This is an optimization exercise on Yosys and OpenROAD, whose aim is small area, a short achievable clock period and few clock cycles, not a production implementation. Only simulation tests tie the RTL to the original design; equivalence was not proved.

File: flow/standard.sh
#!/bin/bash
# synth_recipe.tcl (not shown) runs the flow's synth.tcl, then flattens the netlist and writes it again
# the make line also repeats each setting of config.mk as NAME=value (left out here)
make -C /OpenROAD-flow-scripts/flow DESIGN_CONFIG=/design/flow/config.mk WORK_HOME=/design/flow/orfs CLKGATE_MAP_FILE= SYNTH_SCRIPT=/design/flow/synth_recipe.tcl "${@:-finish}"
File: flow/constraint.sdc
create_clock -name core_clock -period 20.0 [get_ports {clk}]
set_input_delay 4.0000 -clock core_clock [delete_from_list [all_inputs] [get_ports {clk}]]
set_output_delay 4.0000 -clock core_clock [all_outputs]
set_load 0.01 [all_outputs]
File: flow/design.v
module booth_enc (
    input  [15:0] x,
    output [7:0]  one,
    output [7:0]  two,
    output [7:0]  neg
);
wire [16:0] xe = {x, 1'b0};
genvar k;
generate
    for (k = 0; k < 8; k = k + 1) begin : g_d
        assign one[k] = xe[2*k+1] ^ xe[2*k];
        assign two[k] = (xe[2*k+2] & ~xe[2*k+1] & ~xe[2*k]) | (~xe[2*k+2] & xe[2*k+1] & xe[2*k]);
        assign neg[k] = xe[2*k+2];
    end
endgenerate
endmodule
module mul_cs (
    input  [7:0]  one,
    input  [7:0]  two,
    input  [7:0]  neg,
    input  [15:0] w,
    output [15:0] s,
    output [15:0] c,
    output        c12
);
wire [15:0] wg = w;
wire pp_0_0 = ((one[0] & wg[0])) ^ neg[0];
wire pp_0_1 = ((one[0] & wg[1]) | (two[0] & wg[0])) ^ neg[0];
wire pp_0_2 = ((one[0] & wg[2]) | (two[0] & wg[1])) ^ neg[0];
wire pp_0_3 = ((one[0] & wg[3]) | (two[0] & wg[2])) ^ neg[0];
wire pp_0_4 = ((one[0] & wg[4]) | (two[0] & wg[3])) ^ neg[0];
wire pp_0_5 = ((one[0] & wg[5]) | (two[0] & wg[4])) ^ neg[0];
wire pp_0_6 = ((one[0] & wg[6]) | (two[0] & wg[5])) ^ neg[0];
wire pp_0_7 = ((one[0] & wg[7]) | (two[0] & wg[6])) ^ neg[0];
wire pp_0_8 = ((one[0] & wg[8]) | (two[0] & wg[7])) ^ neg[0];
wire pp_0_9 = ((one[0] & wg[9]) | (two[0] & wg[8])) ^ neg[0];
wire pp_0_10 = ((one[0] & wg[10]) | (two[0] & wg[9])) ^ neg[0];
wire pp_0_11 = ((one[0] & wg[11]) | (two[0] & wg[10])) ^ neg[0];
wire pp_0_12 = ((one[0] & wg[12]) | (two[0] & wg[11])) ^ neg[0];
wire pp_0_13 = ((one[0] & wg[13]) | (two[0] & wg[12])) ^ neg[0];
wire pp_0_14 = ((one[0] & wg[14]) | (two[0] & wg[13])) ^ neg[0];
wire pp_0_15 = ((one[0] & wg[15]) | (two[0] & wg[14])) ^ neg[0];
wire pp_0_16 = ~(((one[0] & wg[15]) | (two[0] & wg[15])) ^ neg[0]);
wire pp_1_0 = ((one[1] & wg[0])) ^ neg[1];
wire pp_1_1 = ((one[1] & wg[1]) | (two[1] & wg[0])) ^ neg[1];
wire pp_1_2 = ((one[1] & wg[2]) | (two[1] & wg[1])) ^ neg[1];
wire pp_1_3 = ((one[1] & wg[3]) | (two[1] & wg[2])) ^ neg[1];
wire pp_1_4 = ((one[1] & wg[4]) | (two[1] & wg[3])) ^ neg[1];
wire pp_1_5 = ((one[1] & wg[5]) | (two[1] & wg[4])) ^ neg[1];
wire pp_1_6 = ((one[1] & wg[6]) | (two[1] & wg[5])) ^ neg[1];
wire pp_1_7 = ((one[1] & wg[7]) | (two[1] & wg[6])) ^ neg[1];
wire pp_1_8 = ((one[1] & wg[8]) | (two[1] & wg[7])) ^ neg[1];
wire pp_1_9 = ((one[1] & wg[9]) | (two[1] & wg[8])) ^ neg[1];
wire pp_1_10 = ((one[1] & wg[10]) | (two[1] & wg[9])) ^ neg[1];
wire pp_1_11 = ((one[1] & wg[11]) | (two[1] & wg[10])) ^ neg[1];
wire pp_1_12 = ((one[1] & wg[12]) | (two[1] & wg[11])) ^ neg[1];
wire pp_1_13 = ((one[1] & wg[13]) | (two[1] & wg[12])) ^ neg[1];
wire pp_1_14 = ((one[1] & wg[14]) | (two[1] & wg[13])) ^ neg[1];
wire pp_1_15 = ((one[1] & wg[15]) | (two[1] & wg[14])) ^ neg[1];
wire pp_1_16 = ~(((one[1] & wg[15]) | (two[1] & wg[15])) ^ neg[1]);
wire pp_2_0 = ((one[2] & wg[0])) ^ neg[2];
wire pp_2_1 = ((one[2] & wg[1]) | (two[2] & wg[0])) ^ neg[2];
wire pp_2_2 = ((one[2] & wg[2]) | (two[2] & wg[1])) ^ neg[2];
wire pp_2_3 = ((one[2] & wg[3]) | (two[2] & wg[2])) ^ neg[2];
wire pp_2_4 = ((one[2] & wg[4]) | (two[2] & wg[3])) ^ neg[2];
wire pp_2_5 = ((one[2] & wg[5]) | (two[2] & wg[4])) ^ neg[2];
wire pp_2_6 = ((one[2] & wg[6]) | (two[2] & wg[5])) ^ neg[2];
wire pp_2_7 = ((one[2] & wg[7]) | (two[2] & wg[6])) ^ neg[2];
wire pp_2_8 = ((one[2] & wg[8]) | (two[2] & wg[7])) ^ neg[2];
wire pp_2_9 = ((one[2] & wg[9]) | (two[2] & wg[8])) ^ neg[2];
wire pp_2_10 = ((one[2] & wg[10]) | (two[2] & wg[9])) ^ neg[2];
wire pp_2_11 = ((one[2] & wg[11]) | (two[2] & wg[10])) ^ neg[2];
wire pp_2_12 = ((one[2] & wg[12]) | (two[2] & wg[11])) ^ neg[2];
wire pp_2_13 = ((one[2] & wg[13]) | (two[2] & wg[12])) ^ neg[2];
wire pp_2_14 = ((one[2] & wg[14]) | (two[2] & wg[13])) ^ neg[2];
wire pp_2_15 = ((one[2] & wg[15]) | (two[2] & wg[14])) ^ neg[2];
wire pp_2_16 = ~(((one[2] & wg[15]) | (two[2] & wg[15])) ^ neg[2]);
wire pp_3_0 = ((one[3] & wg[0])) ^ neg[3];
wire pp_3_1 = ((one[3] & wg[1]) | (two[3] & wg[0])) ^ neg[3];
wire pp_3_2 = ((one[3] & wg[2]) | (two[3] & wg[1])) ^ neg[3];
wire pp_3_3 = ((one[3] & wg[3]) | (two[3] & wg[2])) ^ neg[3];
wire pp_3_4 = ((one[3] & wg[4]) | (two[3] & wg[3])) ^ neg[3];
wire pp_3_5 = ((one[3] & wg[5]) | (two[3] & wg[4])) ^ neg[3];
wire pp_3_6 = ((one[3] & wg[6]) | (two[3] & wg[5])) ^ neg[3];
wire pp_3_7 = ((one[3] & wg[7]) | (two[3] & wg[6])) ^ neg[3];
wire pp_3_8 = ((one[3] & wg[8]) | (two[3] & wg[7])) ^ neg[3];
wire pp_3_9 = ((one[3] & wg[9]) | (two[3] & wg[8])) ^ neg[3];
wire pp_3_10 = ((one[3] & wg[10]) | (two[3] & wg[9])) ^ neg[3];
wire pp_3_11 = ((one[3] & wg[11]) | (two[3] & wg[10])) ^ neg[3];
wire pp_3_12 = ((one[3] & wg[12]) | (two[3] & wg[11])) ^ neg[3];
wire pp_3_13 = ((one[3] & wg[13]) | (two[3] & wg[12])) ^ neg[3];
wire pp_3_14 = ((one[3] & wg[14]) | (two[3] & wg[13])) ^ neg[3];
wire pp_3_15 = ((one[3] & wg[15]) | (two[3] & wg[14])) ^ neg[3];
wire pp_3_16 = ~(((one[3] & wg[15]) | (two[3] & wg[15])) ^ neg[3]);
wire pp_4_0 = ((one[4] & wg[0])) ^ neg[4];
wire pp_4_1 = ((one[4] & wg[1]) | (two[4] & wg[0])) ^ neg[4];
wire pp_4_2 = ((one[4] & wg[2]) | (two[4] & wg[1])) ^ neg[4];
wire pp_4_3 = ((one[4] & wg[3]) | (two[4] & wg[2])) ^ neg[4];
wire pp_4_4 = ((one[4] & wg[4]) | (two[4] & wg[3])) ^ neg[4];
wire pp_4_5 = ((one[4] & wg[5]) | (two[4] & wg[4])) ^ neg[4];
wire pp_4_6 = ((one[4] & wg[6]) | (two[4] & wg[5])) ^ neg[4];
wire pp_4_7 = ((one[4] & wg[7]) | (two[4] & wg[6])) ^ neg[4];
wire pp_4_8 = ((one[4] & wg[8]) | (two[4] & wg[7])) ^ neg[4];
wire pp_4_9 = ((one[4] & wg[9]) | (two[4] & wg[8])) ^ neg[4];
wire pp_4_10 = ((one[4] & wg[10]) | (two[4] & wg[9])) ^ neg[4];
wire pp_4_11 = ((one[4] & wg[11]) | (two[4] & wg[10])) ^ neg[4];
wire pp_4_12 = ((one[4] & wg[12]) | (two[4] & wg[11])) ^ neg[4];
wire pp_4_13 = ((one[4] & wg[13]) | (two[4] & wg[12])) ^ neg[4];
wire pp_4_14 = ((one[4] & wg[14]) | (two[4] & wg[13])) ^ neg[4];
wire pp_4_15 = ((one[4] & wg[15]) | (two[4] & wg[14])) ^ neg[4];
wire pp_4_16 = ~(((one[4] & wg[15]) | (two[4] & wg[15])) ^ neg[4]);
wire pp_5_0 = ((one[5] & wg[0])) ^ neg[5];
wire pp_5_1 = ((one[5] & wg[1]) | (two[5] & wg[0])) ^ neg[5];
wire pp_5_2 = ((one[5] & wg[2]) | (two[5] & wg[1])) ^ neg[5];
wire pp_5_3 = ((one[5] & wg[3]) | (two[5] & wg[2])) ^ neg[5];
wire pp_5_4 = ((one[5] & wg[4]) | (two[5] & wg[3])) ^ neg[5];
wire pp_5_5 = ((one[5] & wg[5]) | (two[5] & wg[4])) ^ neg[5];
wire pp_5_6 = ((one[5] & wg[6]) | (two[5] & wg[5])) ^ neg[5];
wire pp_5_7 = ((one[5] & wg[7]) | (two[5] & wg[6])) ^ neg[5];
wire pp_5_8 = ((one[5] & wg[8]) | (two[5] & wg[7])) ^ neg[5];
wire pp_5_9 = ((one[5] & wg[9]) | (two[5] & wg[8])) ^ neg[5];
wire pp_5_10 = ((one[5] & wg[10]) | (two[5] & wg[9])) ^ neg[5];
wire pp_5_11 = ((one[5] & wg[11]) | (two[5] & wg[10])) ^ neg[5];
wire pp_5_12 = ((one[5] & wg[12]) | (two[5] & wg[11])) ^ neg[5];
wire pp_5_13 = ((one[5] & wg[13]) | (two[5] & wg[12])) ^ neg[5];
wire pp_5_14 = ((one[5] & wg[14]) | (two[5] & wg[13])) ^ neg[5];
wire pp_5_15 = ((one[5] & wg[15]) | (two[5] & wg[14])) ^ neg[5];
wire pp_5_16 = ~(((one[5] & wg[15]) | (two[5] & wg[15])) ^ neg[5]);
wire pp_6_0 = ((one[6] & wg[0])) ^ neg[6];
wire pp_6_1 = ((one[6] & wg[1]) | (two[6] & wg[0])) ^ neg[6];
wire pp_6_2 = ((one[6] & wg[2]) | (two[6] & wg[1])) ^ neg[6];
wire pp_6_3 = ((one[6] & wg[3]) | (two[6] & wg[2])) ^ neg[6];
wire pp_6_4 = ((one[6] & wg[4]) | (two[6] & wg[3])) ^ neg[6];
wire pp_6_5 = ((one[6] & wg[5]) | (two[6] & wg[4])) ^ neg[6];
wire pp_6_6 = ((one[6] & wg[6]) | (two[6] & wg[5])) ^ neg[6];
wire pp_6_7 = ((one[6] & wg[7]) | (two[6] & wg[6])) ^ neg[6];
wire pp_6_8 = ((one[6] & wg[8]) | (two[6] & wg[7])) ^ neg[6];
wire pp_6_9 = ((one[6] & wg[9]) | (two[6] & wg[8])) ^ neg[6];
wire pp_6_10 = ((one[6] & wg[10]) | (two[6] & wg[9])) ^ neg[6];
wire pp_6_11 = ((one[6] & wg[11]) | (two[6] & wg[10])) ^ neg[6];
wire pp_6_12 = ((one[6] & wg[12]) | (two[6] & wg[11])) ^ neg[6];
wire pp_6_13 = ((one[6] & wg[13]) | (two[6] & wg[12])) ^ neg[6];
wire pp_6_14 = ((one[6] & wg[14]) | (two[6] & wg[13])) ^ neg[6];
wire pp_6_15 = ((one[6] & wg[15]) | (two[6] & wg[14])) ^ neg[6];
wire pp_7_0 = ((one[7] & wg[0])) ^ neg[7];
wire pp_7_1 = ((one[7] & wg[1]) | (two[7] & wg[0])) ^ neg[7];
wire pp_7_2 = ((one[7] & wg[2]) | (two[7] & wg[1])) ^ neg[7];
wire pp_7_3 = ((one[7] & wg[3]) | (two[7] & wg[2])) ^ neg[7];
wire pp_7_4 = ((one[7] & wg[4]) | (two[7] & wg[3])) ^ neg[7];
wire pp_7_5 = ((one[7] & wg[5]) | (two[7] & wg[4])) ^ neg[7];
wire pp_7_6 = ((one[7] & wg[6]) | (two[7] & wg[5])) ^ neg[7];
wire pp_7_7 = ((one[7] & wg[7]) | (two[7] & wg[6])) ^ neg[7];
wire pp_7_8 = ((one[7] & wg[8]) | (two[7] & wg[7])) ^ neg[7];
wire pp_7_9 = ((one[7] & wg[9]) | (two[7] & wg[8])) ^ neg[7];
wire pp_7_10 = ((one[7] & wg[10]) | (two[7] & wg[9])) ^ neg[7];
wire pp_7_11 = ((one[7] & wg[11]) | (two[7] & wg[10])) ^ neg[7];
wire pp_7_12 = ((one[7] & wg[12]) | (two[7] & wg[11])) ^ neg[7];
wire pp_7_13 = ((one[7] & wg[13]) | (two[7] & wg[12])) ^ neg[7];
wire hs0 = pp_0_10 ^ pp_1_8;
wire hc0 = pp_0_10 & pp_1_8;
wire hs1 = pp_0_11 ^ pp_1_9;
wire hc1 = pp_0_11 & pp_1_9;
wire tfs0 = pp_0_12 ^ pp_1_10;
wire fs0 = tfs0 ^ pp_2_8;
wire fc0 = (pp_0_12 & pp_1_10) | (tfs0 & pp_2_8);
wire hs2 = pp_3_6 ^ pp_4_4;
wire hc2 = pp_3_6 & pp_4_4;
wire tfs1 = pp_0_13 ^ pp_1_11;
wire fs1 = tfs1 ^ pp_2_9;
wire fc1 = (pp_0_13 & pp_1_11) | (tfs1 & pp_2_9);
wire hs3 = pp_3_7 ^ pp_4_5;
wire hc3 = pp_3_7 & pp_4_5;
wire tfs2 = pp_0_14 ^ pp_1_12;
wire fs2 = tfs2 ^ pp_2_10;
wire fc2 = (pp_0_14 & pp_1_12) | (tfs2 & pp_2_10);
wire tfs3 = pp_3_8 ^ pp_4_6;
wire fs3 = tfs3 ^ pp_5_4;
wire fc3 = (pp_3_8 & pp_4_6) | (tfs3 & pp_5_4);
wire hs4 = pp_6_2 ^ pp_7_0;
wire hc4 = pp_6_2 & pp_7_0;
wire tfs4 = pp_0_15 ^ pp_1_13;
wire fs4 = tfs4 ^ pp_2_11;
wire fc4 = (pp_0_15 & pp_1_13) | (tfs4 & pp_2_11);
wire tfs5 = pp_3_9 ^ pp_4_7;
wire fs5 = tfs5 ^ pp_5_5;
wire fc5 = (pp_3_9 & pp_4_7) | (tfs5 & pp_5_5);
wire hs5 = pp_6_3 ^ pp_7_1;
wire hc5 = pp_6_3 & pp_7_1;
wire tfs6 = pp_0_16 ^ pp_1_14;
wire fs6 = tfs6 ^ pp_2_12;
wire fc6 = (pp_0_16 & pp_1_14) | (tfs6 & pp_2_12);
wire tfs7 = pp_3_10 ^ pp_4_8;
wire fs7 = tfs7 ^ pp_5_6;
wire fc7 = (pp_3_10 & pp_4_8) | (tfs7 & pp_5_6);
wire tfs8 = pp_6_4 ^ pp_7_2;
wire fs8 = tfs8 ^ 1'b1;
wire fc8 = (pp_6_4 & pp_7_2) | (tfs8 & 1'b1);
wire tfs9 = pp_1_15 ^ pp_2_13;
wire fs9 = tfs9 ^ pp_3_11;
wire fc9 = (pp_1_15 & pp_2_13) | (tfs9 & pp_3_11);
wire tfs10 = pp_4_9 ^ pp_5_7;
wire fs10 = tfs10 ^ pp_6_5;
wire fc10 = (pp_4_9 & pp_5_7) | (tfs10 & pp_6_5);
wire hs6 = pp_7_3 ^ 1'b1;
wire hc6 = pp_7_3 & 1'b1;
wire tfs11 = pp_1_16 ^ pp_2_14;
wire fs11 = tfs11 ^ pp_3_12;
wire fc11 = (pp_1_16 & pp_2_14) | (tfs11 & pp_3_12);
wire tfs12 = pp_4_10 ^ pp_5_8;
wire fs12 = tfs12 ^ pp_6_6;
wire fc12 = (pp_4_10 & pp_5_8) | (tfs12 & pp_6_6);
wire tfs13 = pp_2_15 ^ pp_3_13;
wire fs13 = tfs13 ^ pp_4_11;
wire fc13 = (pp_2_15 & pp_3_13) | (tfs13 & pp_4_11);
wire hs7 = pp_5_9 ^ pp_6_7;
wire hc7 = pp_5_9 & pp_6_7;
wire tfs14 = pp_2_16 ^ pp_3_14;
wire fs14 = tfs14 ^ pp_4_12;
wire fc14 = (pp_2_16 & pp_3_14) | (tfs14 & pp_4_12);
wire hs8 = pp_3_15 ^ pp_4_13;
wire hc8 = pp_3_15 & pp_4_13;
wire hs9 = pp_0_6 ^ pp_1_4;
wire hc9 = pp_0_6 & pp_1_4;
wire hs10 = pp_0_7 ^ pp_1_5;
wire hc10 = pp_0_7 & pp_1_5;
wire tfs15 = pp_0_8 ^ pp_1_6;
wire fs15 = tfs15 ^ pp_2_4;
wire fc15 = (pp_0_8 & pp_1_6) | (tfs15 & pp_2_4);
wire hs11 = pp_3_2 ^ pp_4_0;
wire hc11 = pp_3_2 & pp_4_0;
wire tfs16 = pp_0_9 ^ pp_1_7;
wire fs16 = tfs16 ^ pp_2_5;
wire fc16 = (pp_0_9 & pp_1_7) | (tfs16 & pp_2_5);
wire hs12 = pp_3_3 ^ pp_4_1;
wire hc12 = pp_3_3 & pp_4_1;
wire tfs17 = hs0 ^ pp_2_6;
wire fs17 = tfs17 ^ pp_3_4;
wire fc17 = (hs0 & pp_2_6) | (tfs17 & pp_3_4);
wire tfs18 = pp_4_2 ^ pp_5_0;
wire fs18 = tfs18 ^ neg[5];
wire fc18 = (pp_4_2 & pp_5_0) | (tfs18 & neg[5]);
wire tfs19 = hc0 ^ hs1;
wire fs19 = tfs19 ^ pp_2_7;
wire fc19 = (hc0 & hs1) | (tfs19 & pp_2_7);
wire tfs20 = pp_3_5 ^ pp_4_3;
wire fs20 = tfs20 ^ pp_5_1;
wire fc20 = (pp_3_5 & pp_4_3) | (tfs20 & pp_5_1);
wire tfs21 = hc1 ^ fs0;
wire fs21 = tfs21 ^ hs2;
wire fc21 = (hc1 & fs0) | (tfs21 & hs2);
wire tfs22 = pp_5_2 ^ pp_6_0;
wire fs22 = tfs22 ^ neg[6];
wire fc22 = (pp_5_2 & pp_6_0) | (tfs22 & neg[6]);
wire tfs23 = fc0 ^ hc2;
wire fs23 = tfs23 ^ fs1;
wire fc23 = (fc0 & hc2) | (tfs23 & fs1);
wire tfs24 = hs3 ^ pp_5_3;
wire fs24 = tfs24 ^ pp_6_1;
wire fc24 = (hs3 & pp_5_3) | (tfs24 & pp_6_1);
wire tfs25 = fc1 ^ hc3;
wire fs25 = tfs25 ^ fs2;
wire fc25 = (fc1 & hc3) | (tfs25 & fs2);
wire tfs26 = fs3 ^ hs4;
wire fs26 = tfs26 ^ neg[7];
wire fc26 = (fs3 & hs4) | (tfs26 & neg[7]);
wire tfs27 = fc2 ^ fc3;
wire fs27 = tfs27 ^ hc4;
wire fc27 = (fc2 & fc3) | (tfs27 & hc4);
wire tfs28 = fs4 ^ fs5;
wire fs28 = tfs28 ^ hs5;
wire fc28 = (fs4 & fs5) | (tfs28 & hs5);
wire tfs29 = fc4 ^ fc5;
wire fs29 = tfs29 ^ hc5;
wire fc29 = (fc4 & fc5) | (tfs29 & hc5);
wire tfs30 = fs6 ^ fs7;
wire fs30 = tfs30 ^ fs8;
wire fc30 = (fs6 & fs7) | (tfs30 & fs8);
wire tfs31 = fc6 ^ fc7;
wire fs31 = tfs31 ^ fc8;
wire fc31 = (fc6 & fc7) | (tfs31 & fc8);
wire tfs32 = fs9 ^ fs10;
wire fs32 = tfs32 ^ hs6;
wire fc32 = (fs9 & fs10) | (tfs32 & hs6);
wire tfs33 = fc9 ^ fc10;
wire fs33 = tfs33 ^ hc6;
wire fc33 = (fc9 & fc10) | (tfs33 & hc6);
wire tfs34 = fs11 ^ fs12;
wire fs34 = tfs34 ^ pp_7_4;
wire fc34 = (fs11 & fs12) | (tfs34 & pp_7_4);
wire tfs35 = fc11 ^ fc12;
wire fs35 = tfs35 ^ fs13;
wire fc35 = (fc11 & fc12) | (tfs35 & fs13);
wire tfs36 = hs7 ^ pp_7_5;
wire fs36 = tfs36 ^ 1'b1;
wire fc36 = (hs7 & pp_7_5) | (tfs36 & 1'b1);
wire tfs37 = fc13 ^ hc7;
wire fs37 = tfs37 ^ fs14;
wire fc37 = (fc13 & hc7) | (tfs37 & fs14);
wire tfs38 = pp_5_10 ^ pp_6_8;
wire fs38 = tfs38 ^ pp_7_6;
wire fc38 = (pp_5_10 & pp_6_8) | (tfs38 & pp_7_6);
wire tfs39 = fc14 ^ hs8;
wire fs39 = tfs39 ^ pp_5_11;
wire fc39 = (fc14 & hs8) | (tfs39 & pp_5_11);
wire tfs40 = pp_6_9 ^ pp_7_7;
wire fs40 = tfs40 ^ 1'b1;
wire fc40 = (pp_6_9 & pp_7_7) | (tfs40 & 1'b1);
wire tfs41 = hc8 ^ pp_3_16;
wire fs41 = tfs41 ^ pp_4_14;
wire fc41 = (hc8 & pp_3_16) | (tfs41 & pp_4_14);
wire tfs42 = pp_5_12 ^ pp_6_10;
wire fs42 = tfs42 ^ pp_7_8;
wire fc42 = (pp_5_12 & pp_6_10) | (tfs42 & pp_7_8);
wire tfs43 = pp_4_15 ^ pp_5_13;
wire fs43 = tfs43 ^ pp_6_11;
wire fc43 = (pp_4_15 & pp_5_13) | (tfs43 & pp_6_11);
wire hs13 = pp_7_9 ^ 1'b1;
wire hc13 = pp_7_9 & 1'b1;
wire tfs44 = pp_4_16 ^ pp_5_14;
wire fs44 = tfs44 ^ pp_6_12;
wire fc44 = (pp_4_16 & pp_5_14) | (tfs44 & pp_6_12);
wire hs14 = pp_5_15 ^ pp_6_13;
wire hc14 = pp_5_15 & pp_6_13;
wire hs15 = pp_0_4 ^ pp_1_2;
wire hc15 = pp_0_4 & pp_1_2;
wire hs16 = pp_0_5 ^ pp_1_3;
wire hc16 = pp_0_5 & pp_1_3;
wire tfs45 = hs9 ^ pp_2_2;
wire fs45 = tfs45 ^ pp_3_0;
wire fc45 = (hs9 & pp_2_2) | (tfs45 & pp_3_0);
wire tfs46 = hc9 ^ hs10;
wire fs46 = tfs46 ^ pp_2_3;
wire fc46 = (hc9 & hs10) | (tfs46 & pp_2_3);
wire tfs47 = hc10 ^ fs15;
wire fs47 = tfs47 ^ hs11;
wire fc47 = (hc10 & fs15) | (tfs47 & hs11);
wire tfs48 = fc15 ^ hc11;
wire fs48 = tfs48 ^ fs16;
wire fc48 = (fc15 & hc11) | (tfs48 & fs16);
wire tfs49 = fc16 ^ hc12;
wire fs49 = tfs49 ^ fs17;
wire fc49 = (fc16 & hc12) | (tfs49 & fs17);
wire tfs50 = fc17 ^ fc18;
wire fs50 = tfs50 ^ fs19;
wire fc50 = (fc17 & fc18) | (tfs50 & fs19);
wire tfs51 = fc19 ^ fc20;
wire fs51 = tfs51 ^ fs21;
wire fc51 = (fc19 & fc20) | (tfs51 & fs21);
wire tfs52 = fc21 ^ fc22;
wire fs52 = tfs52 ^ fs23;
wire fc52 = (fc21 & fc22) | (tfs52 & fs23);
wire tfs53 = fc23 ^ fc24;
wire fs53 = tfs53 ^ fs25;
wire fc53 = (fc23 & fc24) | (tfs53 & fs25);
wire tfs54 = fc25 ^ fc26;
wire fs54 = tfs54 ^ fs27;
wire fc54 = (fc25 & fc26) | (tfs54 & fs27);
wire tfs55 = fc27 ^ fc28;
wire fs55 = tfs55 ^ fs29;
wire fc55 = (fc27 & fc28) | (tfs55 & fs29);
wire tfs56 = fc29 ^ fc30;
wire fs56 = tfs56 ^ fs31;
wire fc56 = (fc29 & fc30) | (tfs56 & fs31);
wire tfs57 = fc31 ^ fc32;
wire fs57 = tfs57 ^ fs33;
wire fc57 = (fc31 & fc32) | (tfs57 & fs33);
wire tfs58 = fc33 ^ fc34;
wire fs58 = tfs58 ^ fs35;
wire fc58 = (fc33 & fc34) | (tfs58 & fs35);
wire tfs59 = fc35 ^ fc36;
wire fs59 = tfs59 ^ fs37;
wire fc59 = (fc35 & fc36) | (tfs59 & fs37);
wire tfs60 = fc37 ^ fc38;
wire fs60 = tfs60 ^ fs39;
wire fc60 = (fc37 & fc38) | (tfs60 & fs39);
wire tfs61 = fc39 ^ fc40;
wire fs61 = tfs61 ^ fs41;
wire fc61 = (fc39 & fc40) | (tfs61 & fs41);
wire tfs62 = fc41 ^ fc42;
wire fs62 = tfs62 ^ fs43;
wire fc62 = (fc41 & fc42) | (tfs62 & fs43);
wire tfs63 = fc43 ^ hc13;
wire fs63 = tfs63 ^ fs44;
wire fc63 = (fc43 & hc13) | (tfs63 & fs44);
wire tfs64 = fc44 ^ hs14;
wire fs64 = tfs64 ^ pp_7_11;
wire fc64 = (fc44 & hs14) | (tfs64 & pp_7_11);
wire tfs65 = hc14 ^ pp_5_16;
wire fs65 = tfs65 ^ pp_6_14;
wire fc65 = (hc14 & pp_5_16) | (tfs65 & pp_6_14);
wire hs17 = pp_6_15 ^ pp_7_13;
wire hc17 = pp_6_15 & pp_7_13;
wire hs18 = pp_0_2 ^ pp_1_0;
wire hc18 = pp_0_2 & pp_1_0;
wire hs19 = pp_0_3 ^ pp_1_1;
wire hc19 = pp_0_3 & pp_1_1;
wire tfs66 = hs15 ^ pp_2_0;
wire fs66 = tfs66 ^ neg[2];
wire fc66 = (hs15 & pp_2_0) | (tfs66 & neg[2]);
wire tfs67 = hc15 ^ hs16;
wire fs67 = tfs67 ^ pp_2_1;
wire fc67 = (hc15 & hs16) | (tfs67 & pp_2_1);
wire tfs68 = hc16 ^ fs45;
wire fs68 = tfs68 ^ neg[3];
wire fc68 = (hc16 & fs45) | (tfs68 & neg[3]);
wire tfs69 = fc45 ^ fs46;
wire fs69 = tfs69 ^ pp_3_1;
wire fc69 = (fc45 & fs46) | (tfs69 & pp_3_1);
wire tfs70 = fc46 ^ fs47;
wire fs70 = tfs70 ^ neg[4];
wire fc70 = (fc46 & fs47) | (tfs70 & neg[4]);
wire tfs71 = fc47 ^ fs48;
wire fs71 = tfs71 ^ hs12;
wire fc71 = (fc47 & fs48) | (tfs71 & hs12);
wire tfs72 = fc48 ^ fs49;
wire fs72 = tfs72 ^ fs18;
wire fc72 = (fc48 & fs49) | (tfs72 & fs18);
wire tfs73 = fc49 ^ fs50;
wire fs73 = tfs73 ^ fs20;
wire fc73 = (fc49 & fs50) | (tfs73 & fs20);
wire tfs74 = fc50 ^ fs51;
wire fs74 = tfs74 ^ fs22;
wire fc74 = (fc50 & fs51) | (tfs74 & fs22);
wire tfs75 = fc51 ^ fs52;
wire fs75 = tfs75 ^ fs24;
wire fc75 = (fc51 & fs52) | (tfs75 & fs24);
wire tfs76 = fc52 ^ fs53;
wire fs76 = tfs76 ^ fs26;
wire fc76 = (fc52 & fs53) | (tfs76 & fs26);
wire tfs77 = fc53 ^ fs54;
wire fs77 = tfs77 ^ fs28;
wire fc77 = (fc53 & fs54) | (tfs77 & fs28);
wire tfs78 = fc54 ^ fs55;
wire fs78 = tfs78 ^ fs30;
wire fc78 = (fc54 & fs55) | (tfs78 & fs30);
wire tfs79 = fc55 ^ fs56;
wire fs79 = tfs79 ^ fs32;
wire fc79 = (fc55 & fs56) | (tfs79 & fs32);
wire tfs80 = fc56 ^ fs57;
wire fs80 = tfs80 ^ fs34;
wire fc80 = (fc56 & fs57) | (tfs80 & fs34);
wire tfs81 = fc57 ^ fs58;
wire fs81 = tfs81 ^ fs36;
wire fc81 = (fc57 & fs58) | (tfs81 & fs36);
wire tfs82 = fc58 ^ fs59;
wire fs82 = tfs82 ^ fs38;
wire fc82 = (fc58 & fs59) | (tfs82 & fs38);
wire tfs83 = fc59 ^ fs60;
wire fs83 = tfs83 ^ fs40;
wire fc83 = (fc59 & fs60) | (tfs83 & fs40);
wire tfs84 = fc60 ^ fs61;
wire fs84 = tfs84 ^ fs42;
wire fc84 = (fc60 & fs61) | (tfs84 & fs42);
wire tfs85 = fc61 ^ fs62;
wire fs85 = tfs85 ^ hs13;
wire fc85 = (fc61 & fs62) | (tfs85 & hs13);
wire tfs86 = fc62 ^ fs63;
wire fs86 = tfs86 ^ pp_7_10;
wire fc86 = (fc62 & fs63) | (tfs86 & pp_7_10);
wire tfs87 = fc63 ^ fs64;
wire fs87 = tfs87 ^ 1'b1;
wire fc87 = (fc63 & fs64) | (tfs87 & 1'b1);
wire tfs88 = fc64 ^ fs65;
wire fs88 = tfs88 ^ pp_7_12;
wire fc88 = (fc64 & fs65) | (tfs88 & pp_7_12);
wire tfs89 = fc65 ^ hs17;
wire fs89 = tfs89 ^ 1'b1;
wire fc89 = (fc65 & hs17) | (tfs89 & 1'b1);
wire [27:0] ra = {fc88, fc87, fc86, fc85, fc84, fc83, fc82, fc81, fc80, fc79, fc78, fc77, fc76, fc75, fc74, fc73, fc72, fc71, fc70, fc69, fc68, fc67, fc66, hc19, hc18, hs18, pp_0_1, pp_0_0};
wire [27:0] rb = {fs89, fs88, fs87, fs86, fs85, fs84, fs83, fs82, fs81, fs80, fs79, fs78, fs77, fs76, fs75, fs74, fs73, fs72, fs71, fs70, fs69, fs68, fs67, fs66, hs19, neg[1], 1'b0, neg[0]};
wire [12:0] lo = {1'b0, ra[11:0]} + {1'b0, rb[11:0]};
assign s = ra[27:12];
assign c = rb[27:12];
assign c12 = lo[12];
endmodule
module bk_add #(parameter W = 16, parameter L = 5) (   
    input  [W-1:0] a,
    input  [W-1:0] b,
    input          ci,
    output [W-1:0] s
);
wire [W:0] g0 = {a & b, ci};
wire [W:0] p0 = {a ^ b, 1'b0};
wire [W:0] g [0:2*L];
wire [W:0] p [0:2*L];
assign g[0] = g0;
assign p[0] = p0;
genvar lv, i;
generate
    for (lv = 0; lv < L; lv = lv + 1) begin : up
        for (i = 0; i <= W; i = i + 1) begin : b
            if ((i % (2 << lv)) == ((2 << lv) - 1)) begin : m
                assign g[lv+1][i] = g[lv][i] | (p[lv][i] & g[lv][i - (1 << lv)]);
                assign p[lv+1][i] = p[lv][i] & p[lv][i - (1 << lv)];
            end else begin : k
                assign g[lv+1][i] = g[lv][i];
                assign p[lv+1][i] = p[lv][i];
            end
        end
    end
    for (lv = L - 2; lv >= 0; lv = lv - 1) begin : dn
        for (i = 0; i <= W; i = i + 1) begin : b
            if (i >= (3 << lv) - 1 && ((i + 1 - (1 << lv)) % (2 << lv)) == 0) begin : m
                assign g[2*L-1-lv][i] = g[2*L-2-lv][i] | (p[2*L-2-lv][i] & g[2*L-2-lv][i - (1 << lv)]);
                assign p[2*L-1-lv][i] = p[2*L-2-lv][i] & p[2*L-2-lv][i - (1 << lv)];
            end else begin : k
                assign g[2*L-1-lv][i] = g[2*L-2-lv][i];
                assign p[2*L-1-lv][i] = p[2*L-2-lv][i];
            end
        end
    end
endgenerate
assign s = p0[W:1] ^ g[2*L-1][W-1:0];
endmodule
module cnn_accel (
    input         clk,
    input         rst_n,       
    input         cnn_start,   
    output        cnn_finish,  
    output        mem_we,
    output [19:0] mem_addr,
    output [15:0] mem_wdata,
    input  [15:0] mem_rdata
);
localparam P = 8;            
localparam S_IDLE  = 3'd0;
localparam S_INIT  = 3'd1;   
localparam S_X     = 3'd2;   
localparam S_W     = 3'd3;   
localparam S_WR    = 3'd4;   
localparam S_PR    = 3'd5;   
localparam S_PD    = 3'd6;   
localparam K_NONE = 2'd0;
localparam K_X    = 2'd1;
localparam K_W    = 2'd2;
localparam K_P    = 2'd3;
reg [2:0]  st;
reg        start_q;     
reg        fin_q;
reg        we_q;
reg [19:0] addr_q;
reg [15:0] wdata_q;
assign cnn_finish = fin_q;
assign mem_we     = we_q;
assign mem_addr   = addr_q;
assign mem_wdata  = wdata_q;
reg [4:0] lay;
wire [19:0] c_in      = ({20{lay[0]}} & 20'd2) | ({20{lay[1]}} & 20'd17906) | ({20{lay[2]}} & 20'd34306) | ({20{lay[3]}} & 20'd53890) | ({20{lay[4]}} & 20'd566914);  
wire [19:0] c_w       = ({20{lay[0]}} & 20'd3074) | ({20{lay[1]}} & 20'd21506) | ({20{lay[2]}} & 20'd35458) | ({20{lay[3]}} & 20'd54914) | ({20{lay[4]}} & 20'd567414);  
wire [19:0] c_out     = ({20{lay[0]}} & 20'd3506) | ({20{lay[1]}} & 20'd29698) | ({20{lay[2]}} & 20'd53890) | ({20{lay[3]}} & 20'd566914) | ({20{lay[4]}} & 20'd572414);  
wire [10:0] c_n       = ({11{lay[0]}} & 11'd27) | ({11{lay[1]}} & 11'd256) | ({11{lay[2]}} & 11'd288) | ({11{lay[3]}} & 11'd1024) | ({11{lay[4]}} & 11'd500);  
wire [1:0] c_kmax    = ({2{lay[0]}} & 2'd2) | ({2{lay[1]}} & 2'd3) | ({2{lay[2]}} & 2'd2) | ({2{lay[3]}} & 2'd3);  
wire [4:0] c_ohmax   = ({5{lay[0]}} & 5'd29) | ({5{lay[1]}} & 5'd11) | ({5{lay[2]}} & 5'd3);  
wire [5:0] c_gmax    = ({6{lay[0]}} & 6'd1) | ({6{lay[1]}} & 6'd3) | ({6{lay[2]}} & 6'd7) | ({6{lay[3]}} & 6'd62) | ({6{lay[4]}} & 6'd1);  
wire [2:0] c_orem    = ({3{lay[3]}} & 3'd4) | ({3{lay[4]}} & 3'd2);  
wire c_skip    = (lay[1] & 1'b1) | (lay[2] & 1'b1) | (lay[3] & 1'b1) | (lay[4] & 1'b1);  
wire [19:0] c_xrow    = ({20{lay[0]}} & 20'd30) | ({20{lay[1]}} & 20'd12) | ({20{lay[2]}} & 20'd4) | ({20{lay[3]}} & 20'd1) | ({20{lay[4]}} & 20'd1);  
wire [19:0] c_xch     = ({20{lay[0]}} & 20'd958) | ({20{lay[1]}} & 20'd177) | ({20{lay[2]}} & 20'd22) | ({20{lay[3]}} & 20'd1) | ({20{lay[4]}} & 20'd1);  
wire [19:0] c_ohsq    = ({20{lay[0]}} & 20'd900) | ({20{lay[1]}} & 20'd144) | ({20{lay[2]}} & 20'd16) | ({20{lay[3]}} & 20'd1) | ({20{lay[4]}} & 20'd1);  
wire [19:0] c_wnext   = ({20{lay[0]}} & 20'd1048388) | ({20{lay[1]}} & 20'd1046785) | ({20{lay[2]}} & 20'd1046561) | ({20{lay[3]}} & 20'd1041409) | ({20{lay[4]}} & 20'd1045077);  
wire [19:0] c_wapos7  = ({20{lay[0]}} & 20'd1035077) | ({20{lay[1]}} & 20'd1044113) | ({20{lay[2]}} & 20'd1047569) | ({20{lay[3]}} & 20'd1048074) | ({20{lay[4]}} & 20'd1048562);  
wire [19:0] c_xlg     = ({20{lay[0]}} & 20'd1046462) | ({20{lay[1]}} & 20'd1045153) | ({20{lay[2]}} & 20'd1047446) | ({20{lay[3]}} & 20'd1047553) | ({20{lay[4]}} & 20'd1048077);  
wire [19:0] c_xlp     = ({20{lay[0]}} & 20'd1046463) | ({20{lay[1]}} & 20'd1045154) | ({20{lay[2]}} & 20'd1047447) | ({20{lay[3]}} & 20'd1047554) | ({20{lay[4]}} & 20'd1048078);  
wire [19:0] c_xlr     = ({20{lay[0]}} & 20'd1046465) | ({20{lay[1]}} & 20'd1045157) | ({20{lay[2]}} & 20'd1047449) | ({20{lay[3]}} & 20'd1047557) | ({20{lay[4]}} & 20'd1048078);  
wire [19:0] c_pin     = lay[0] ? 20'd3506 : 20'd29698;  
wire [19:0] c_pout    = lay[0] ? 20'd17906 : 20'd34306;  
wire [19:0] c_pdown   = lay[0] ? 20'd29 : 20'd11;  
wire [19:0] c_pup     = lay[0] ? 20'd1048547 : 20'd1048565;  
wire [3:0] c_pomax   = lay[0] ? 4'd14 : 4'd5;  
wire [11:0] c_pwin    = lay[0] ? 12'd3600 : 12'd1152;  
wire c_relu = ~lay[4];
reg [19:0] xa;          
reg [19:0] wt;          
reg [19:0] wa;          
reg [11:0] tr;          
reg [1:0]  kc, kr;      
reg [3:0]  k;           
reg [5:0]  og;          
reg [4:0]  oc, orow;    
reg        ft;          
reg        pv;          
reg [1:0]  wsel;        
wire n_tr1  = (tr == 12'd1);
wire n_kc   = (kc == c_kmax);
wire n_kr   = (kr == c_kmax);
wire n_lg   = (og == c_gmax);
wire n_loc  = (oc == c_ohmax);
wire n_prow = (oc[3:0] == c_pomax);
reg f_tr1, f_skip, f_kc, f_kr, f_lg, f_loc, f_lpos, f_prow;
always @(posedge clk) begin
    f_tr1  <= n_tr1;
    f_skip <= c_skip && (tr == 12'd4);
    f_kc   <= n_kc;
    f_kr   <= n_kr;
    f_lg   <= n_lg;
    f_loc  <= n_loc;
    f_lpos <= n_loc && (orow == c_ohmax);
    f_prow <= n_prow;
end
wire last_k = (k == P - 1);
wire [11:0] tr_b  = {~tr[10:0] & tr_b[10:0], 1'b1};    
wire [11:0] tr_m1 = tr ^ tr_b;
wire [5:0]  og_c  = {og[4:0] & og_c[4:0], 1'b1};       
wire [5:0]  og_p1 = og ^ og_c;
wire [4:0]  oc_c  = {oc[3:0] & oc_c[3:0], 1'b1};
wire [4:0]  oc_p1 = oc ^ oc_c;
wire [4:0]  or_c  = {orow[3:0] & or_c[3:0], 1'b1};
wire [4:0]  or_p1 = orow ^ or_c;
reg [1:0]  i_kind;      
reg        i_f;         
reg  [19:0] ainc;
always @(posedge clk) begin
    case (st)
    S_X:     ainc <= n_tr1 ? (!n_lg ? c_xlg : n_loc ? c_xlr : c_xlp) :
                     !n_kc ? 20'd1 : !n_kr ? c_xrow : c_xch;
    S_W:     ainc <= !last_k ? {9'd0, c_n} : f_tr1 ? 20'd1 : c_wnext;
    S_WR:    ainc <= !last_k ? c_ohsq : f_lg ? c_wapos7 : c_ohsq;
    default: ainc <= (k == 4'd4) ? (n_prow ? 20'd1 : c_pup) :
                     (k == 4'd1) ? c_pdown : 20'd1;
    endcase
end
wire [19:0] a_add;
bk_add #(.W(20), .L(5)) u_aadd (.a(addr_q), .b(ainc), .ci(1'b0), .s(a_add));
always @(posedge clk or negedge rst_n) begin
    if (!rst_n) begin
        st      <= S_IDLE;
        start_q <= 1'b0;
        fin_q   <= 1'b0;
        we_q    <= 1'b0;
    end else begin
        start_q <= cnn_start;
        fin_q   <= 1'b0;
        we_q    <= 1'b0;
        case (st)
        S_IDLE:  if (start_q) st <= S_INIT;
        S_INIT:  st <= S_X;
        S_X:     st <= S_W;
        S_W:     if (last_k) st <= f_tr1 ? S_WR : S_X;
        S_WR: begin
            we_q <= !(f_lg && c_orem != 3'd0 && k >= c_orem);
            if (last_k) begin
                if (!f_lg || !f_lpos)     st <= S_X;
                else if (lay[0] | lay[1]) st <= S_PR;
                else if (lay[4]) begin fin_q <= 1'b1; st <= S_IDLE; end
                else                      st <= S_INIT;
            end
        end
        S_PR: begin
            if (k == 4'd3) we_q <= pv;
            if (k == 4'd4 && f_tr1) st <= S_PD;
        end
        S_PD: begin
            if (k == 4'd3) begin
                we_q <= 1'b1;
                st   <= S_INIT;
            end
        end
        default: st <= S_IDLE;
        endcase
    end
end
always @(posedge clk) begin
    i_kind <= K_NONE;
    i_f    <= 1'b0;
    addr_q <= a_add;
    case (st)
    S_IDLE: begin
        lay <= 5'b00001;
        kc  <= 2'd0;
        kr  <= 2'd0;
    end
    S_INIT: begin
        xa <= c_in; wt <= c_w; wa <= c_out; tr <= {1'b0, c_n};
        og <= 6'd0; oc <= 5'd0; orow <= 5'd0; ft <= 1'b1; wsel <= 2'b00;
    end
    S_X: begin
        addr_q <= xa;
        i_kind <= K_X;
        if (!ft) wt <= a_add;
        if (wsel != 2'b00) wa <= a_add;
        wsel <= 2'b00;
        kc <= f_kc ? 2'd0 : kc + 2'd1;
        if (f_kc) kr <= f_kr ? 2'd0 : kr + 2'd1;
        k  <= 4'd0;
    end
    S_W: begin
        if (k == 4'd0) begin
            addr_q <= wt;
            xa <= a_add;
        end
        i_kind <= f_skip ? K_NONE : K_W;
        i_f <= ft;
        k <= k + 4'd1;
        if (last_k) begin
            ft <= 1'b0;
            tr <= tr_m1;
            k  <= 4'd0;
        end
    end
    S_WR: begin
        if (k == 4'd0) begin
            addr_q <= wa;
            wt <= f_lg ? c_w : a_add;
        end
        k <= k + 4'd1;
        if (last_k) begin
            k  <= 4'd0;
            tr <= {1'b0, c_n};
            ft <= 1'b1;
            wsel <= {f_lg, ~f_lg};
            if (!f_lg) begin
                og <= og_p1;
            end else if (!f_lpos) begin
                og <= 6'd0;
                oc <= f_loc ? 5'd0 : oc_p1;
                if (f_loc) orow <= or_p1;
            end else if (lay[0] | lay[1]) begin
                xa <= c_pin; wa <= c_pout; tr <= c_pwin; oc <= 5'd0; pv <= 1'b0;
            end else begin
                lay <= {lay[3:0], 1'b0};
            end
        end
    end
    S_PR: begin
        if (k != 4'd3) i_kind <= K_P;
        i_f <= (k == 4'd0);
        k <= k + 4'd1;
        case (k)
        4'd0: if (!pv) addr_q <= xa;   
        4'd3: begin addr_q <= wa; xa <= a_add; end
        4'd4: begin
            addr_q <= xa;
            if (pv) wa <= a_add;
            pv <= 1'b1;
            k  <= 4'd0;
            oc <= f_prow ? 5'd0 : oc_p1;
            tr <= tr_m1;
        end
        default: ;
        endcase
    end
    S_PD: begin
        addr_q <= wa;
        k <= k + 4'd1;
        if (k == 4'd3) begin
            k   <= 4'd0;
            lay <= {lay[3:0], 1'b0};
        end
    end
    default: ;
    endcase
end
reg [1:0] d1_kind, d2_kind, d3_kind;
reg       d1_f, d2_f, d3_f, d2_z;
always @(posedge clk) begin
    d1_kind <= i_kind;  d1_f <= i_f;
    d2_kind <= d1_kind; d2_f <= d1_f;
    d3_kind <= d2_kind; d3_f <= d2_f;
    d2_z    <= (d1_kind == K_NONE);
end
reg [15:0] rd_q;        
reg [7:0]  x_one, x_two, x_neg;   
reg [15:0] ps, pc;      
reg        pc12;        
reg        e_f;         
reg [15:0] ring [0:P];
wire [7:0] b_one, b_two, b_neg;
booth_enc u_enc (.x(rd_q), .one(b_one), .two(b_two), .neg(b_neg));
wire [15:0] ms, mc;
wire        mc12;
mul_cs u_mul (.one(x_one), .two(x_two), .neg(x_neg), .w(rd_q),
              .s(ms), .c(mc), .c12(mc12));
wire [15:0] base = e_f ? 16'd0 : ring[P];
wire [15:0] as   = base ^ ps ^ pc;
wire [15:0] ac   = (base & ps) | (base & pc) | (ps & pc);
wire [15:0] acc;
bk_add #(.W(16), .L(5)) u_acc (.a(as), .b({ac[14:0], pc12}), .ci(1'b0), .s(acc));
wire [15:0] gt_c = {(rd_q[14:0] & ~wdata_q[14:0]) | (~(rd_q[14:0] ^ wdata_q[14:0]) & gt_c[14:0]), 1'b0};
wire        rd_gt = (rd_q[15] & ~wdata_q[15]) | (~(rd_q[15] ^ wdata_q[15]) & gt_c[15]);
integer j;
always @(posedge clk) begin
    rd_q <= d2_z ? 16'd0 : mem_rdata;
    if (d3_kind == K_X) begin
        x_one <= b_one;
        x_two <= b_two;
        x_neg <= b_neg;
    end
    ps   <= ms;
    pc   <= mc;
    pc12 <= mc12;
    e_f  <= d3_f;
    ring[0] <= acc;
    for (j = 1; j <= P; j = j + 1) ring[j] <= ring[j-1];
    if (d3_kind == K_P) begin
        if (d3_f || rd_gt) wdata_q <= rd_q;
    end else if (st == S_WR) begin
        wdata_q <= (c_relu && ring[2][15]) ? 16'd0 : ring[2];
    end
end
endmodule
File: flow/config.mk
export PLATFORM = sky130hd
export DESIGN_NAME = cnn_accel
export DESIGN_NICKNAME = cnn_accel
export VERILOG_FILES = /design/flow/design.v
export SDC_FILE = /design/flow/constraint.sdc
export NUM_CORES = 4
export LEC_CHECK = 0
export CAP_MARGIN = 5
export CORE_MARGIN = 2
export CORE_UTILIZATION = 65
export CTS_CLUSTER_DIAMETER = 80
export CTS_CLUSTER_SIZE = 24
export SLEW_MARGIN = 5
File: flow/flow/run.sh
#!/bin/bash
# The standard layout (the standard.sh: ORFS with the standard synthesis,
# floorplan, power grid and tap cells), with one change: every input and
# output port is still given its own buffer, but a plain sky130 buffer
# (buf_2) instead of the delay cell (clkdlybuf4s50_1) buffer_ports picks by
# default, which adds about 0.6 ns to every path into or out of the design.
set -euo pipefail
export BUFFER_PORTS_ARGS="-buffer_cell sky130_fd_sc_hd__buf_2"
bash standard.sh > standard_make.log 2>&1
==> results.sh, run 1 <==
export IMPL_finalCritPeriodShare=0.2560
export IMPL_via_count=14730
export IMPL_drcViolationCount=0
export IMPL_cp_arrival_ns=1.12
export IMPL_finalHoldViolCount=0
export IMPL_gr_usage_all_layers=0.3139
export IMPL_grt_overflow_total=0
export IMPL_ys_ff_latch=401
export IMPL_die_y_um=183.2
export IMPL_cts_max_level=1
export IMPL_syn_nets=2187
export IMPL_slew_headroom=0.2273
export IMPL_synth_area_um2=20870
export IMPL_period_needed_ns=5.120
export IMPL_slew_viol_final=0
export IMPL_fin_worst_skew_ns=0.01970
export IMPL_setup_violations_final=0
export IMPL_place_gp_congestion=0.9384
export IMPL_critPathKind="flop to output port"
export IMPL_synthCells=1949
export IMPL_die_area_um2=33550
export IMPL_clock_sinks=401
export IMPL_critPathTopFamily="flip-flops"
export IMPL_hp_class="flop to flop"
export IMPL_clockBufferDepth=3
export IMPL_drt_iter0_markers=1331
export IMPL_avgSynthCellArea_um2=10.71
export IMPL_antenna_found_initial=1
export IMPL_synthArstFlopShare=0.01496
export IMPL_rr_startpoint="e_f$_DFF_P_"
export IMPL_rsz0062_at_grt="false"
export IMPL_grt_start_max_net_pins=48
export IMPL_mostFrequentLayoutCell="dfxtp_1"
export IMPL_synth_flop_cell="dfxtp_1"
export IMPL_critPathMaxStageDelay_ns=0.40
export IMPL_vias_per_cell=6.266
export IMPL_critPathMaxFanout=2
export IMPL_final_core_util=0.7017
export IMPL_synth_cell_types=77
export IMPL_rr_endpoint="ring[0][13]$_DFF_P_"
export IMPL_startpoint_type="flop"
export IMPL_clockRootBuffer="clkbuf_16"
export IMPL_r2r_slack_ns=15.94
export IMPL_drive_gt1_frac=0.07286
export IMPL_drtPass1Iterations=6
export IMPL_cts_tree="built"
export IMPL_path_cells="buf_2"
export IMPL_slowest_stage="edfxtp_1"
export IMPL_post_cts_resize_count=0
export IMPL_first_global_vias=15060
export IMPL_r2r_cells=10
export IMPL_worst_pin_slew_ns=1.158
export IMPL_pin_count=57
export IMPL_die_w_um=183.2
export IMPL_row_count=65
export IMPL_postRouteAntennaNets=0
export IMPL_dp_hpwl_mm=36.25
export IMPL_cp_depth=1
export IMPL_drt_total_wl_mm=51.41
export IMPL_startpoint="wdata_q[3]$_DFFE_PP_"
export IMPL_n_antenna_cell=0
export IMPL_yosysWarnings=4
export IMPL_drv_cap=0
export IMPL_critPathRequiredTime_ns=16.00
export IMPL_final_nets=2172
export IMPL_mostFrequentLayoutCells="dfxtp_1 (250), inv_1 (168), a22oi_1 (164), edfxtp_1 (145), fa_1 (113)"
export IMPL_cp_num_buf_inv=1
export IMPL_status="complete, no violations"
export IMPL_path_clk_slew_ns=0.09
export IMPL_area_delta_synth_final_pct=6.122
export IMPL_start_util=0.6613
export IMPL_fmax_ghz=0.1953
export IMPL_grt_pass1_wl_mm=82.32
export IMPL_cp_endpoint="mem_wdata[3]"
export IMPL_postCtsSetupBuffers=0
export IMPL_setup_tns_ns=0
export IMPL_cts_hold_buf=0
export IMPL_floorplan_core_area_um2=31560
export IMPL_port_buffers=56
export IMPL_seq_area_frac_synth=0.4557
export IMPL_synth_edf_count=145
export IMPL_avgRoutedWirePerCell_um=21.87
export IMPL_worst_setup_path_end_kind="output port"
export IMPL_clk_latency_ns=0.56
export IMPL_cts_buffers=23
synth_stat cells, types with 15 or more instances:
master      n  area, um^2
nor3_1     25       125.1
o21ai_0    97       485.5
xnor2_1    85       744.5
dfxtp_1   250        5005
ha_1      106        1326
and2_1     22       137.6
a22o_1     17       148.9
a21oi_1    95       475.5
nand2_1    89       334.1
nor2_1    101       379.1
edfxtp_1  145        4354
nor2b_1    41       256.5
clkbuf_1  104       390.4
fa_1      113        2262
buf_1      17       63.81
inv_1     168       630.6
a22oi_1   164        1231
xor2_1     92       805.8
o21ai_1    15       75.07
routing by layer:
layer | GRT usage | vias up | wire [um]
met5 | 0 | - | 0
met4 | 0.1530 | 0 | 2616
met3 | 0.03396 | 155 | 3068
met2 | 0.5444 | 636 | 25650
met1 | 0.3940 | 7187 | 20070
li1 | - | 6753 | -
registers in the layout, summed over array words and instances, names as in the netlist, 12 cells and up:
| name | flops |
|---|---|
| tr | 12 |
| wt | 20 |
| wa | 20 |
| rd_q | 16 |
| wdata_q | 16 |
| ps | 16 |
| xa | 20 |
| pc | 16 |
| addr_q | 20 |
| ainc | 15 |
| ring | 144 |
area by class of cell:
class	count	area, um^2
clock buffers	32	609.3
clock inverters	8	102.6
fillers	2390	9412
inverters	169	634.4
multi-input cells	1250	10260
flip-flops and latches	401	9509
well taps	402	503.0
repair buffers	89	528.0
how the worst min path moves through the flow:
stage	from	to	slack, ns	cells after the start
6_report	ring[3][15]$_DFF_P_	ring[4][15]$_DFF_P_	0.33	0
5_1_grt	ring[4][2]$_DFF_P_	ring[5][2]$_DFF_P_	0.33	0
4_1_cts	ring[3][13]$_DFF_P_	ring[4][13]$_DFF_P_	0.33	0
3_5_place_dp	ring[4][4]$_DFF_P_	ring[5][4]$_DFF_P_	0.31	0
3_3_place_gp	ring[5][3]$_DFF_P_	ring[6][3]$_DFF_P_	0.31	0
2_1_floorplan	i_f$_DFF_P_	d1_f$_DFF_P_	0.31	0
per-stage QoR:
| stage | area, um^2 | hold slack, ns | setup WS [ns] | instances |
|---|---|---|---|---|
| after global routing | 22140 | 0.3334 | 14.83 | 2351 |
| after detailed placement | 21430 | 0.3121 | 15.46 | 2311 |
| after floorplan | 20870 | 0.3096 | 15.59 | 1949 |
| final | 22140 | 0.3291 | 14.88 | 2351 |
| after global placement | 21430 | 0.3096 | 15.49 | 2311 |
| after CTS | 22140 | 0.3272 | 14.86 | 2351 |
kinds of logic after synthesis:
family / share of synthesized area
compound gates: 0.1602
xor+xnor: 0.07429
fa+ha+maj: 0.1720
buf+inv: 0.05421
flops: 0.4557
mux: 0.002518
simple gates: 0.08107
Testbench counts, summed over its fixed seeds: cycles 8,190,648.
==> run 2: changes to the inputs <==
--- a/flow/config.mk
+++ b/flow/config.mk
@@ -7,3 +7,3 @@
 export LEC_CHECK = 0
-export CAP_MARGIN = 5
+export CAP_MARGIN = 20
 export CORE_MARGIN = 2
@@ -12,2 +12,3 @@
 export CTS_CLUSTER_SIZE = 24
-export SLEW_MARGIN = 5
+export GPL_TIMING_DRIVEN = 0
+export SLEW_MARGIN = 20
==> results.sh, run 2 <==
export IMPL_die_y_um=183.2
export IMPL_drtPass1Iterations=9
export IMPL_finalHoldViolCount=0
export IMPL_hold_depth=0
export IMPL_rsz0062_at_grt="false"
export IMPL_post_place_ws_ns=15.10
export IMPL_yosysWarnings=4
export IMPL_synth_flop_cell="dfxtp_1"
export IMPL_postCtsSetupBuffers=0
export IMPL_start_util=0.6613
export IMPL_fin_worst_skew_ns=0.02845
export IMPL_pin_count=57
export IMPL_synthTopCellsByCount="dfxtp_1 (250), inv_1 (168), a22oi_1 (164)"
export IMPL_synth_edf_count=145
export IMPL_clock_sinks=401
export IMPL_multi_input_area_um2=10270
export IMPL_finalCritPeriodShare=0.2606
export IMPL_min_to="ring[1][3]$_DFF_P_"
export IMPL_drt_total_wl_mm=59.88
export IMPL_synthTopCellsByArea="dfxtp_1 (24%), edfxtp_1 (21%), fa_1 (11%), ha_1 (6.4%), a22oi_1 (5.9%)"
export IMPL_path_cells="buf_2"
export IMPL_path_clk_slew_ns=0.09
export IMPL_fin_ws_ns=14.79
export IMPL_critPathMaxFanout=2
export IMPL_port_buffers=56
export IMPL_gr_usage_all_layers=0.3622
export IMPL_syn_nets=2187
export IMPL_regArea_um2=9509
export IMPL_slew_viol_final=0
export IMPL_vias_per_cell=6.430
export IMPL_critPathMaxStageDelay_ns=0.47
export IMPL_hold_start="ring[0][3]$_DFF_P_"
export IMPL_fmax_ghz=0.1919
export IMPL_synth_most_common_cell="dfxtp_1"
export IMPL_critPathKind="flop to output port"
export IMPL_mostFrequentLayoutCells="dfxtp_1 (250), inv_1 (168), a22oi_1 (164), edfxtp_1 (145), clkbuf_1 (115)"
export IMPL_cp_arrival_ns=1.21
export IMPL_regMostFlops="ring"
export IMPL_setup_tns_ns=0
export IMPL_rr_startpoint="e_f$_DFF_P_"
export IMPL_cts_max_level=1
export IMPL_floorplan_core_area_um2=31560
export IMPL_hp_class="flop to flop"
export IMPL_seq_area_frac_synth=0.4557
export IMPL_avgSynthCellArea_um2=10.71
export IMPL_synth_area_leader_cell="dfxtp_1"
export IMPL_period_needed_ns=5.211
export IMPL_synthCells=1949
export IMPL_synth_top_area_share=0.2399
export IMPL_r2r_cells=11
export IMPL_drv_cap=0
export IMPL_cts_tree="built"
export IMPL_antenna_found_initial=1
export IMPL_largest_reg_flops=144
export IMPL_synth_area_um2=20870
export IMPL_postRouteAntennaNets=0
export IMPL_critPathTopFamily="flip-flops"
export IMPL_clockRootBuffer="clkbuf_16"
export IMPL_worst_setup_path_end_kind="output port"
export IMPL_mostFrequentLayoutCell="dfxtp_1"
export IMPL_clk_latency_ns=0.58
export IMPL_rr_endpoint="ring[0][13]$_DFF_P_"
export IMPL_row_count=65
export IMPL_synth_cell_types=77
export IMPL_place_gp_congestion=0.9902
export IMPL_slowest_stage="edfxtp_1"
export IMPL_drcViolationCount=0
export IMPL_grt_overflow_total=0
export IMPL_cts_buffers=23
export IMPL_cp_num_buf_inv=1
export IMPL_final_nets=2272
export IMPL_die_w_um=183.2
export IMPL_fillers=2370
export IMPL_first_global_vias=16070
export IMPL_worst_pin_slew_ns=1.052
export IMPL_via_count=15790
export IMPL_ys_ff_latch=401
export IMPL_cts_hold_buf=0
export IMPL_die_area_um2=33550
export IMPL_dp_hpwl_mm=43.94
export IMPL_critPathRequiredTime_ns=16.00
export IMPL_drive_gt1_frac=0.05805
export IMPL_synthArstFlopShare=0.01496
export IMPL_clockBufferDepth=3
export IMPL_r2r_slack_ns=15.11
export IMPL_setup_violations_final=0
export IMPL_startpoint_type="flop"
export IMPL_grt_pass1_wl_mm=92.02
export IMPL_status="complete, no violations"
export IMPL_final_core_util=0.7128
export IMPL_grt_start_max_net_pins=26
export IMPL_drt_iter0_markers=2043
export IMPL_area_delta_synth_final_pct=7.795
export IMPL_slew_headroom=0.2958
export IMPL_avgRoutedWirePerCell_um=24.39
export IMPL_post_cts_resize_count=0
## run 2: cells by family (layout without fill, tap and decap cells)
logic type | Yosys count | after routing | share of synthesized area
buf+inv | 298 | 399 | 0.05421
other cells | 0 | 3 | 0
simple gates | 347 | 347 | 0.08107
mux | 5 | 5 | 0.002518
xor+xnor | 177 | 177 | 0.07429
fa+ha+maj | 219 | 219 | 0.1720
compound gates | 502 | 502 | 0.1602
flops | 401 | 401 | 0.4557
## run 2: worst max path at each step
stage / start / to / slack, ns / depth (start not counted)
CTS: wdata_q[6]$_DFFE_PP_ / mem_wdata[6] / 14.79 / 1
global placement: st[2]$_DFFE_PN0P_ / wdata_q[0]$_DFFE_PP_ / 15.14 / 5
finish: wdata_q[6]$_DFFE_PP_ / mem_wdata[6] / 14.79 / 1
global route: addr_q[1]$_DFF_P_ / mem_addr[1] / 14.79 / 1
floorplan: wdata_q[10]$_DFFE_PP_ / mem_wdata[10] / 15.59 / 0
detailed placement: e_f$_DFF_P_ / ring[0][13]$_DFF_P_ / 15.10 / 11
## run 2: metrics by stage
| step | cell area (um^2) | std cells | hold WS [ns] |
|---|---|---|---|
| after detailed placement | 21750 | 2411 | 0.3121 |
| after global placement | 21650 | 2407 | 0.3101 |
| after CTS | 22480 | 2452 | 0.3160 |
| after floorplan | 20870 | 1949 | 0.3096 |
| after global routing | 22490 | 2452 | 0.3296 |
| final | 22490 | 2455 | 0.3207 |
## run 2: area by class of cell
type,instances,share of cell area
diodes,3,0.0003338
inverters,169,0.02820
plain buffers,129,0.02208
repair buffers,60,0.01519
clock inverters,7,0.005229
multi-input cells,1250,0.4564
flip-flops and latches,401,0.4228
well taps,402,0.02236
clock buffers,34,0.02742
## run 2: worst reg2reg max path: cells and delay by family, from the launching register on
family	cells	cell delay, ns
compound gates	6	1.93
fa+ha+maj	3	1.36
buf+inv	1	0.71
flops	1	0.57
simple gates	1	0.19
## run 2: routing by layer
| layer | routed length (um) | global-route usage |
|---|---|---|
| met4 | 3722 | 0.1933 |
| met2 | 29220 | 0.6229 |
| met5 | 0 | 0 |
| met1 | 21790 | 0.4357 |
| met3 | 5151 | 0.06394 |
==> run 3: changes to the inputs <==
--- a/flow/config.mk
+++ b/flow/config.mk
@@ -12,3 +12,2 @@
 export CTS_CLUSTER_SIZE = 24
-export GPL_TIMING_DRIVEN = 0
 export SLEW_MARGIN = 20
==> results.sh, run 3 <==
export IMPL_status="complete, no violations"
export IMPL_synth_flop_cell="dfxtp_1"
export IMPL_avgSynthCellArea_um2=10.71
export IMPL_fin_worst_skew_ns=0.01970
export IMPL_avgRoutedWirePerCell_um=21.87
export IMPL_pin_count=57
export IMPL_dr_wl_met2_mm=25.65
export IMPL_n_antenna_cell=0
export IMPL_rsz0062_at_grt="false"
export IMPL_cp_depth=1
export IMPL_synthTopCellsByArea="dfxtp_1 (24%), edfxtp_1 (21%), fa_1 (11%), ha_1 (6.4%), a22oi_1 (5.9%)"
export IMPL_syn_nets=2187
export IMPL_postCtsSetupBuffers=0
export IMPL_grt_start_max_net_pins=48
export IMPL_wl_met1_mm=20.07
export IMPL_final_core_util=0.7017
export IMPL_die_w_um=183.2
export IMPL_post_place_ws_ns=15.46
export IMPL_critPathTopFamily="flip-flops"
export IMPL_hold_slack_ns=0.3291
export IMPL_r2r_slack_ns=15.94
export IMPL_drcViolationCount=0
export IMPL_synth_cell_types=77
export IMPL_dp_hpwl_mm=36.25
export IMPL_worst_pin_slew_ns=1.158
export IMPL_place_gp_congestion=0.9384
export IMPL_grt_overflow_total=0
export IMPL_cts_tree="built"
export IMPL_postRouteAntennaNets=0
export IMPL_setup_violations_final=0
export IMPL_largest_reg_flops=144
export IMPL_synth_most_common_cell="dfxtp_1"
export IMPL_final_cells=2351
export IMPL_drive_gt1_frac=0.07286
export IMPL_drt_total_wl_mm=51.41
export IMPL_cp_arrival_ns=1.12
export IMPL_rr_endpoint="ring[0][13]$_DFF_P_"
export IMPL_r2r_cells=10
export IMPL_die_y_um=183.2
export IMPL_critPathMaxFanout=2
export IMPL_antenna_found_initial=1
export IMPL_dp_cells=2311
export IMPL_placed_cell_area_um2=21430
export IMPL_final_nets=2172
export IMPL_maxUsedRoutingLayer="met4"
export IMPL_design_area_um2=22140
export IMPL_first_global_vias=15060
export IMPL_row_count=65
export IMPL_clock_sinks=401
export IMPL_critPathMaxStageDelay_ns=0.40
export IMPL_port_buffers=56
export IMPL_hp_class="flop to flop"
export IMPL_drt_iter0_markers=1331
export IMPL_slew_viol_final=0
export IMPL_synthArstFlopShare=0.01496
export IMPL_rr_startpoint="e_f$_DFF_P_"
export IMPL_gr_usage_all_layers=0.3139
export IMPL_clk_latency_ns=0.56
export IMPL_worst_setup_path_end_kind="output port"
export IMPL_synthTopCellsByCount="dfxtp_1 (250), inv_1 (168), a22oi_1 (164)"
export IMPL_vias_per_cell=6.266
export IMPL_mostFrequentLayoutCell="dfxtp_1"
export IMPL_slowest_stage="edfxtp_1"
export IMPL_cp_num_buf_inv=1
export IMPL_synth_edf_count=145
export IMPL_drv_cap=0
export IMPL_cts_max_level=1
export IMPL_fin_ws_ns=14.88
export IMPL_grt_pass1_wl_mm=82.32
export IMPL_synth_top_area_share=0.2399
export IMPL_seq_area_frac_synth=0.4557
export IMPL_setup_tns_ns=0
export IMPL_slew_headroom=0.2273
export IMPL_critPathRequiredTime_ns=16.00
export IMPL_synth_area_leader_cell="dfxtp_1"
export IMPL_startpoint="wdata_q[3]$_DFFE_PP_"
export IMPL_finalHoldViolCount=0
export IMPL_synthCells=1949
export IMPL_startpoint_type="flop"
export IMPL_yosysWarnings=4
export IMPL_area_delta_synth_final_pct=6.122
export IMPL_cp_endpoint="mem_wdata[3]"
export IMPL_floorplan_core_area_um2=31560
export IMPL_period_needed_ns=5.120
export IMPL_cts_buffers=23
export IMPL_start_util=0.6613
export IMPL_via_count=14730
export IMPL_finalCritPeriodShare=0.2560
export IMPL_path_cells="buf_2"
export IMPL_fmax_ghz=0.1953
export IMPL_wl_met3_mm=3.068
export IMPL_drtPass1Iterations=6
export IMPL_ys_ff_latch=401
run 3: cell counts after synthesis:
No cell type changed its count.
run 3: per-layer routing:
layer	track usage	vias up
li1	-	6753
met1	0.3940	7187
met2	0.5444	636
met3	0.03396	155
met4	0.1530	0
met5	0	-
run 3: cell type report:
cell class / instances / area (um^2)
well taps: 402 / 503.0
repair buffers: 89 / 528.0
fillers: 2390 / 9412
flip-flops and latches: 401 / 9509
multi-input cells: 1250 / 10260
inverters: 169 / 634.4
clock inverters: 8 / 102.6
clock buffers: 32 / 609.3
run 3: cell families (layout without fill, tap and decap cells):
family,Yosys count,after routing,synth area share
buffers and inverters,298,298,0.05421
AOI/OAI and AO/OA,502,502,0.1602
DFF,401,401,0.4557
and+or+nand+nor,347,347,0.08107
xor gates and xnor gates,177,177,0.07429
muxes,5,5,0.002518
adders and majority gates,219,219,0.1720
run 3: worst min-delay path by stage:
stage,depth (start not counted),slack (ns),end,start
after global routing,0,0.33,ring[5][2]$_DFF_P_,ring[4][2]$_DFF_P_
after CTS,0,0.33,ring[4][13]$_DFF_P_,ring[3][13]$_DFF_P_
after global placement,0,0.31,ring[6][3]$_DFF_P_,ring[5][3]$_DFF_P_
after floorplan,0,0.31,d1_f$_DFF_P_,i_f$_DFF_P_
final,0,0.33,ring[4][15]$_DFF_P_,ring[3][15]$_DFF_P_
after detailed placement,0,0.31,ring[5][4]$_DFF_P_,ring[4][4]$_DFF_P_

## static timing again, ports no longer ideal
How much do the figures lean on ideal ports? The routed layouts below were timed once more, with nothing changed but the port constraints. Step 1 assumes that a clkbuf_16 drives the clock port and a buf_2 every other input. Step 2, shift: input delay + t, output delay - t, t = (earliest + latest rising clock arrival at the registers) / 2. This alone moves slack from input paths to output paths. a / b / c = ideal / step 1 / step 2; a / b = the first two.
run | t, ns | setup WS [ns] | worst hold slack (ns)
run 1 | 0.603 | 14.880 / 14.826 / 15.429 | 0.329 / 0.329 / 0.329
run 2 | 0.615 | 14.789 / 14.736 / 15.105 | 0.321 / 0.321 / 0.321
run 3 | 0.603 | 14.880 / 14.826 / 15.429 | 0.329 / 0.329 / 0.329
After both steps every run listed still meets setup and hold.
